Background: an optimization exercise with open tools, aiming at small area, a short achievable clock period and few clock cycles per item. Do not read the settings as production practice. The RTL was checked by simulation tests, not by an equivalence proof against the original design. Power is estimated from default activity; no workload was simulated.

Setup of the reference run:
==> module fadd_rsh, before the edit <==
module fadd_rsh (
  input  wire [3:0] f,
  input  wire [2:0] s,
  input  wire e,
  output wire [6:0] r,
  output wire sticky);
  wire [6:0] l3 = {1'b1, f, 2'b00} ^ {7{e}};
  wire [6:0] l2 = s[2] ? {{4{e}}, l3[6:4]} : l3;
  wire [6:0] l1 = s[1] ? {{2{e}}, l2[6:2]} : l2;
  assign r = s[0] ? {e, l1[6:1]} : l1;
  assign sticky = (s == 3'd3) ? f[0] :
                  (s == 3'd4) ? (f[1:0] != 2'd0) :
                  (s == 3'd5) ? (f[2:0] != 3'd0) :
                  (s == 3'd6) ? (f != 4'd0) :
                  (s == 3'd7);
endmodule
==> module fadd_s1, before the edit <==
module fadd_s1 (
  input  wire [11:0] X,
  input  wire [11:0] Y,
  output wire [32:0] M);
  function [2:0] sub3(input [2:0] a, input [2:0] b);
    begin
      case ({a, b})
        6'd0: sub3 = 3'd0;
        6'd1: sub3 = 3'd7;
        6'd2: sub3 = 3'd6;
        6'd3: sub3 = 3'd5;
        6'd4: sub3 = 3'd4;
        6'd5: sub3 = 3'd3;
        6'd6: sub3 = 3'd2;
        6'd7: sub3 = 3'd1;
        6'd8: sub3 = 3'd1;
        6'd9: sub3 = 3'd0;
        6'd10: sub3 = 3'd7;
        6'd11: sub3 = 3'd6;
        6'd12: sub3 = 3'd5;
        6'd13: sub3 = 3'd4;
        6'd14: sub3 = 3'd3;
        6'd15: sub3 = 3'd2;
        6'd16: sub3 = 3'd2;
        6'd17: sub3 = 3'd1;
        6'd18: sub3 = 3'd0;
        6'd19: sub3 = 3'd7;
        6'd20: sub3 = 3'd6;
        6'd21: sub3 = 3'd5;
        6'd22: sub3 = 3'd4;
        6'd23: sub3 = 3'd3;
        6'd24: sub3 = 3'd3;
        6'd25: sub3 = 3'd2;
        6'd26: sub3 = 3'd1;
        6'd27: sub3 = 3'd0;
        6'd28: sub3 = 3'd7;
        6'd29: sub3 = 3'd6;
        6'd30: sub3 = 3'd5;
        6'd31: sub3 = 3'd4;
        6'd32: sub3 = 3'd4;
        6'd33: sub3 = 3'd3;
        6'd34: sub3 = 3'd2;
        6'd35: sub3 = 3'd1;
        6'd36: sub3 = 3'd0;
        6'd37: sub3 = 3'd7;
        6'd38: sub3 = 3'd6;
        6'd39: sub3 = 3'd5;
        6'd40: sub3 = 3'd5;
        6'd41: sub3 = 3'd4;
        6'd42: sub3 = 3'd3;
        6'd43: sub3 = 3'd2;
        6'd44: sub3 = 3'd1;
        6'd45: sub3 = 3'd0;
        6'd46: sub3 = 3'd7;
        6'd47: sub3 = 3'd6;
        6'd48: sub3 = 3'd6;
        6'd49: sub3 = 3'd5;
        6'd50: sub3 = 3'd4;
        6'd51: sub3 = 3'd3;
        6'd52: sub3 = 3'd2;
        6'd53: sub3 = 3'd1;
        6'd54: sub3 = 3'd0;
        6'd55: sub3 = 3'd7;
        6'd56: sub3 = 3'd7;
        6'd57: sub3 = 3'd6;
        6'd58: sub3 = 3'd5;
        6'd59: sub3 = 3'd4;
        6'd60: sub3 = 3'd3;
        6'd61: sub3 = 3'd2;
        6'd62: sub3 = 3'd1;
        6'd63: sub3 = 3'd0;
        default: sub3 = 3'd0;
      endcase
    end
  endfunction
  wire [1:0] exnX = X[11:10], exnY = Y[11:10];
  wire [5:0] dXY = {1'b0, X[8:4]} - {1'b0, Y[8:4]};
  wire [4:0] dYX = Y[8:4] - X[8:4];
  wire swap = ((exnX == exnY) & dXY[5]) | (exnX < exnY);
  wire [11:0] nX = swap ? Y : X;
  wire [11:0] nY = swap ? X : Y;
  wire [4:0] ed = swap ? dYX : dXY[4:0];
  wire ed0 = X[4] ^ Y[4];
  wire effSub = X[9] ^ Y[9];
  wire selClose = (ed[4:1] == 4'b0000) & effSub;
  wire [6:0] A  = {2'b01, X[3:0], 1'b0};
  wire [6:0] Bv = {2'b01, Y[3:0], 1'b0};
  wire [6:0] A1 = {3'b001, X[3:0]};
  wire [6:0] B1 = {3'b001, Y[3:0]};
  wire [6:0] amb = A - Bv;
  wire [6:0] bma = Bv - A;
  wire [6:0] amb1 = A - B1;
  wire [6:0] bma1 = Bv - A1;
  wire [5:0] frcE = amb[6] ? bma[5:0] : amb[5:0];
  wire fscE = swap ? bma[6] : amb[6];
  wire [6:0] dO = swap ? bma1 : amb1;
  wire [5:0] frc1 = ed0 ? dO[5:0] : frcE;
  wire fsc = ed0 ? dO[6] : fscE;
  wire [2:0] lXY = sub3(X[6:4], Y[6:4]);
  wire [2:0] lYX = sub3(Y[6:4], X[6:4]);
  wire oXY = dXY[4] | dXY[3];
  wire oYX = dYX[4] | dYX[3];
  wire [6:0] shY, shX;
  wire stY, stX;
  fadd_rsh rY (.f(Y[3:0]), .s(lXY), .e(effSub), .r(shY), .sticky(stY));
  fadd_rsh rX (.f(X[3:0]), .s(lYX), .e(effSub), .r(shX), .sticky(stX));
  wire [7:0] opY = oXY ? {8{effSub}} : {effSub, shY};
  wire [7:0] opX = oYX ? {8{effSub}} : {effSub, shX};
  wire sN = oXY | stY;
  wire sS = oYX | stX;
  wire [7:0] rN = {2'b01, X[3:0], 2'b00} + opY + {7'd0, effSub & ~sN};
  wire [7:0] rS = {2'b01, Y[3:0], 2'b00} + opX + {7'd0, effSub & ~sS};
  wire [7:0] r0 = swap ? rS : rN;
  wire sticky = swap ? sS : sN;
  assign M = {nX[11:10], nY[11:10], nX[9:0], nY[9], effSub, selClose, fsc, frc1, r0, sticky};
endmodule
clock: 8.0 ns
lec_check: 0
cap_margin: 30
core_area: 5 5 555 555
die_area: 0 0 560 560
place_density: 0.7
setup_slack_margin: 4.5
slew_margin: 30
tns_end_percent: 100
standard.sh (not shown) runs the stock make flow with config.mk's settings and CLKGATE_MAP_FILE= SYNTH_SCRIPT=/design/flow/synth_recipe.tcl, a recipe that flattens the netlist after the stock synthesis.
==> flow/flow/run.sh <==
#!/bin/bash
# The standard layout, with the port buffers made of the smallest buffer
# cell (sky130_fd_sc_hd__buf_1) instead of the one buffer_ports picks itself.
set -euo pipefail
export BUFFER_PORTS_ARGS="-buffer_cell sky130_fd_sc_hd__buf_1"
bash standard.sh > standard_flow.log 2>&1
Testbench counts of the reference run, summed over its fixed seeds: cycles 29,600, items 800.
Here is what was changed in the inputs of the trial run compared with the reference run.
--- a/flow/design.v
+++ b/flow/design.v
@@ -2,16 +2,13 @@
   input  wire [3:0] f,
   input  wire [2:0] s,
-  input  wire e,
   output wire [6:0] r,
   output wire sticky);
-  wire [6:0] l3 = {1'b1, f, 2'b00} ^ {7{e}};
-  wire [6:0] l2 = s[2] ? {{4{e}}, l3[6:4]} : l3;
-  wire [6:0] l1 = s[1] ? {{2{e}}, l2[6:2]} : l2;
-  assign r = s[0] ? {e, l1[6:1]} : l1;
-  assign sticky = (s == 3'd3) ? f[0] :
-                  (s == 3'd4) ? (f[1:0] != 2'd0) :
-                  (s == 3'd5) ? (f[2:0] != 3'd0) :
-                  (s == 3'd6) ? (f != 4'd0) :
-                  (s == 3'd7);
+  wire [6:0] l3 = {1'b1, f, 2'b00};
+  wire stk2 = (l3[3:0] != 4'd0) & s[2];
+  wire [6:0] l2 = s[2] ? {4'b0000, l3[6:4]} : l3;
+  wire stk1 = ((l2[1:0] != 2'd0) & s[1]) | stk2;
+  wire [6:0] l1 = s[1] ? {2'b00, l2[6:2]} : l2;
+  assign sticky = (l1[0] & s[0]) | stk1;
+  assign r = s[0] ? {1'b0, l1[6:1]} : l1;
 endmodule
 module fadd_s1 (
@@ -119,14 +116,16 @@
   wire [6:0] shY, shX;
   wire stY, stX;
-  fadd_rsh rY (.f(Y[3:0]), .s(lXY), .e(effSub), .r(shY), .sticky(stY));
-  fadd_rsh rX (.f(X[3:0]), .s(lYX), .e(effSub), .r(shX), .sticky(stX));
-  wire [7:0] opY = oXY ? {8{effSub}} : {effSub, shY};
-  wire [7:0] opX = oYX ? {8{effSub}} : {effSub, shX};
-  wire sN = oXY | stY;
-  wire sS = oYX | stX;
-  wire [7:0] rN = {2'b01, X[3:0], 2'b00} + opY + {7'd0, effSub & ~sN};
-  wire [7:0] rS = {2'b01, Y[3:0], 2'b00} + opX + {7'd0, effSub & ~sS};
+  fadd_rsh rY (.f(Y[3:0]), .s(lXY), .r(shY), .sticky(stY));
+  fadd_rsh rX (.f(X[3:0]), .s(lYX), .r(shX), .sticky(stX));
+  wire [7:0] fX = {2'b01, X[3:0], 2'b00};
+  wire [7:0] fY = {2'b01, Y[3:0], 2'b00};
+  wire [7:0] aN = fX + ({1'b0, shY} ^ {8{effSub}}) + {7'd0, effSub & ~stY};
+  wire [7:0] aS = fY + ({1'b0, shX} ^ {8{effSub}}) + {7'd0, effSub & ~stX};
+  wire [7:0] oN = fX - {7'd0, effSub};
+  wire [7:0] oS = fY - {7'd0, effSub};
+  wire [7:0] rN = oXY ? oN : aN;
+  wire [7:0] rS = oYX ? oS : aS;
   wire [7:0] r0 = swap ? rS : rN;
-  wire sticky = swap ? sS : sN;
+  wire sticky = swap ? (oYX | stX) : (oXY | stY);
   assign M = {nX[11:10], nY[11:10], nX[9:0], nY[9], effSub, selClose, fsc, frc1, r0, sticky};
 endmodule
--- outcome ---
Summary: with the reference run as the reference, final-layout fill cell count in the trial run moved up slightly. Between the reference run and the trial run, the area fraction of clock buffers and clock inverters figures differ only marginally. Cell-internal power (the trial run vs. the reference run) increases by a few percent. Summary — layout overhead on the synthesized area, the trial run relative to the reference run: lower, by 1.4 points. Diff the reference run -> the trial run | combinational group share of total power | increase of 1.5 points. Wire length of the first global-routing pass: the trial run higher than the reference run. Non-clock buffer count, the reference run and the trial run: lower on the trial run.
Testbench counts of the trial run, summed over its fixed seeds: cycles 29,600, items 800.

* * *

linear, a different RTL version from the one above (not shown whole).
Size: roughly 7,400 cells after synthesis, about 570 flip-flops, about 57,000 um^2 of cells after synthesis.
// linear
module linear (
	clk,
	rst,
	start,
	ready,
	done,
	p__arg0_0_0,
	p__arg0_0_1,
	p__arg0_0_10,
	p__arg0_0_2,
	p__arg0_0_3,
	p__arg0_0_4,
	p__arg0_0_5,
	p__arg0_0_6,
	p__arg0_0_7,
	p__arg0_0_8,
	p__arg0_0_9,
	p___constant_11x11xf32_0_0,
	p___constant_11x11xf32_0_1,
	p___constant_11x11xf32_0_10,
	p___constant_11x11xf32_0_2,
	p___constant_11x11xf32_0_3,
	p___constant_11x11xf32_0_4,
	p___constant_11x11xf32_0_5,
	p___constant_11x11xf32_0_6,
	p___constant_11x11xf32_0_7,
	p___constant_11x11xf32_0_8,
	p___constant_11x11xf32_0_9,
	p___constant_11x11xf32_10_0,
	p___constant_11x11xf32_10_1,
	p___constant_11x11xf32_10_10,
	p___constant_11x11xf32_10_2,
	p___constant_11x11xf32_10_3,
	p___constant_11x11xf32_10_4,
	p___constant_11x11xf32_10_5,
	p___constant_11x11xf32_10_6,
	p___constant_11x11xf32_10_7,
	p___constant_11x11xf32_10_8,
	p___constant_11x11xf32_10_9,
	p___constant_11x11xf32_1_0,
	p___constant_11x11xf32_1_1,
	p___constant_11x11xf32_1_10,
	p___constant_11x11xf32_1_2,
	p___constant_11x11xf32_1_3,
	p___constant_11x11xf32_1_4,
	p___constant_11x11xf32_1_5,
	p___constant_11x11xf32_1_6,
	p___constant_11x11xf32_1_7,
	p___constant_11x11xf32_1_8,
	p___constant_11x11xf32_1_9,
	p___constant_11x11xf32_2_0,
	p___constant_11x11xf32_2_1,
	p___constant_11x11xf32_2_10,
	p___constant_11x11xf32_2_2,
	p___constant_11x11xf32_2_3,
	p___constant_11x11xf32_2_4,
	p___constant_11x11xf32_2_5,
	p___constant_11x11xf32_2_6,
	p___constant_11x11xf32_2_7,
	p___constant_11x11xf32_2_8,
	p___constant_11x11xf32_2_9,
	p___constant_11x11xf32_3_0,
	p___constant_11x11xf32_3_1,
	p___constant_11x11xf32_3_10,
	p___constant_11x11xf32_3_2,
	p___constant_11x11xf32_3_3,
	p___constant_11x11xf32_3_4,
	p___constant_11x11xf32_3_5,
	p___constant_11x11xf32_3_6,
	p___constant_11x11xf32_3_7,
	p___constant_11x11xf32_3_8,
	p___constant_11x11xf32_3_9,
	p___constant_11x11xf32_4_0,
	p___constant_11x11xf32_4_1,
	p___constant_11x11xf32_4_10,
	p___constant_11x11xf32_4_2,
	p___constant_11x11xf32_4_3,
	p___constant_11x11xf32_4_4,
	p___constant_11x11xf32_4_5,
	p___constant_11x11xf32_4_6,
	p___constant_11x11xf32_4_7,
	p___constant_11x11xf32_4_8,
	p___constant_11x11xf32_4_9,
  ...
Settings: LEC_CHECK=0, ABC_CLOCK_PERIOD_IN_PS=3000, CAP_MARGIN=30, CORE_AREA=5 5 615 615, DIE_AREA=0 0 620 620, PLACE_DENSITY=0.5, SETUP_SLACK_MARGIN=4.5, SLEW_MARGIN=30, TNS_END_PERCENT=100; clock period 8.0 ns.
Scripts as last shown in full above: flow/flow/run.sh
Testbench counts at the start, summed over its fixed seeds: cycles 29,600, items 800.
Then changed:
--- a/flow/design.v
+++ b/flow/design.v
@@ -503,47 +503,38 @@
 	input wire [11:0] p___constant_11xf32_3;
 	input wire [11:0] p___constant_11xf32_4;
 	input wire [11:0] p___constant_11xf32_5;
 	input wire [11:0] p___constant_11xf32_6;
 	input wire [11:0] p___constant_11xf32_7;
 	input wire [11:0] p___constant_11xf32_8;
 	input wire [11:0] p___constant_11xf32_9;
 	output wire [11:0] output_p_val_313;
 reg busy;
 reg [5:0] cnt;
-reg ready_r, done_r;
-wire last = (cnt == 6'd36);
 always @(posedge clk) begin
   if (rst) begin
     busy <= 1'b0;
     cnt <= 6'd0;
-    ready_r <= 1'b1;
-    done_r <= 1'b0;
-  end else begin
-    done_r <= busy & (cnt == 6'd35);
-    if (!busy) begin
-      if (start) begin
-        busy <= 1'b1;
-        cnt <= 6'd1;
-        ready_r <= 1'b0;
-      end
-    end else if (last) begin
-      busy <= 1'b0;
-      cnt <= 6'd0;
-      ready_r <= 1'b1;
-    end else begin
-      cnt <= cnt + 6'd1;
+  end else if (!busy) begin
+    if (start) begin
+      busy <= 1'b1;
+      cnt <= 6'd1;
     end
+  end else if (cnt == 6'd36) begin
+    busy <= 1'b0;
+    cnt <= 6'd0;
+  end else begin
+    cnt <= cnt + 6'd1;
   end
 end
-assign ready = ready_r;
-assign done = done_r;
+assign ready = ~busy;
+assign done = busy & (cnt == 6'd36);
 reg [11:0] xr;
 always @(posedge clk) begin
   case (cnt[4:1])
     4'd0: xr <= p__arg0_0_0;
     4'd1: xr <= p__arg0_0_1;
     4'd2: xr <= p__arg0_0_2;
     4'd3: xr <= p__arg0_0_3;
     4'd4: xr <= p__arg0_0_4;
     4'd5: xr <= p__arg0_0_5;
     4'd6: xr <= p__arg0_0_6;
@@ -865,14 +856,12 @@
 always @(posedge clk) begin
   if (zx) ax5 <= 12'd0;
   else if (!((cnt == 6'd27) | (cnt == 6'd28))) ax5 <= s5;
 end
 always @(posedge clk) begin
   if (yb0) ay5 <= p___constant_11xf32_10;
   else if (yb1) ay5 <= p___constant_11xf32_10;
   else if (t1) ay5 <= s5;
   else ay5 <= m5;
 end
-reg [11:0] out_r;
-always @(posedge clk) out_r <= s0;
-assign output_p_val_313 = out_r;
+assign output_p_val_313 = ax0;
 endmodule
Result:
- die area is unchanged
- setup slack is worse by 200 ps
- routed wire length rose by roughly a tenth
- global-route usage rose by 2.1 points
- count of clock-buffer cells in the layout fell by 6
- synthesized area fell slightly
- sequential power fell slightly
- combinational power rose slightly
- cell count rose slightly
- power rose slightly
- cell area rose slightly
Testbench counts after the change, summed over its fixed seeds: cycles 29,600, items 800.

-- port drivers added, routing unchanged --
In the flow no input, the clock included, has a driving cell. The finished layouts below were timed again as built, in two steps. Step 1: set_driving_cell puts a clkbuf_16 on clk and a buf_2 on each other input, an assumption about the parent block. Step 2 times the ports against the registers' clock, not the clock port: input delays grow and output delays shrink by t, the midpoint of the rising clock arrivals with the driver on. Three values: ideal, step 1, step 2; two values: the first two.
| run | shift t [ns] | setup slack, ns | worst setup path after step 2 | worst slew at a driven data input, ns |
|---|---|---|---|---|
| the reference run | 0.782 | 4.132 / 4.132 / 4.052 | input to register | 0.59 |
| the trial run | 0.881 | 4.112 / 4.112 / 3.655 | input to register | 0.62 |
| the first run of note 2 | 0.882 | 4.233 / 4.233 / 4.209 | input to register | 0.69 |
| the second run of note 2 | 0.805 | 4.038 / 3.942 / 4.154 | input to register | 0.74 |
After both steps setup and hold are still met in every run listed. For the trial run, which loses most, drivers alone change the setup slack by 0.000 ns; drivers and shift together by -0.457 ns.
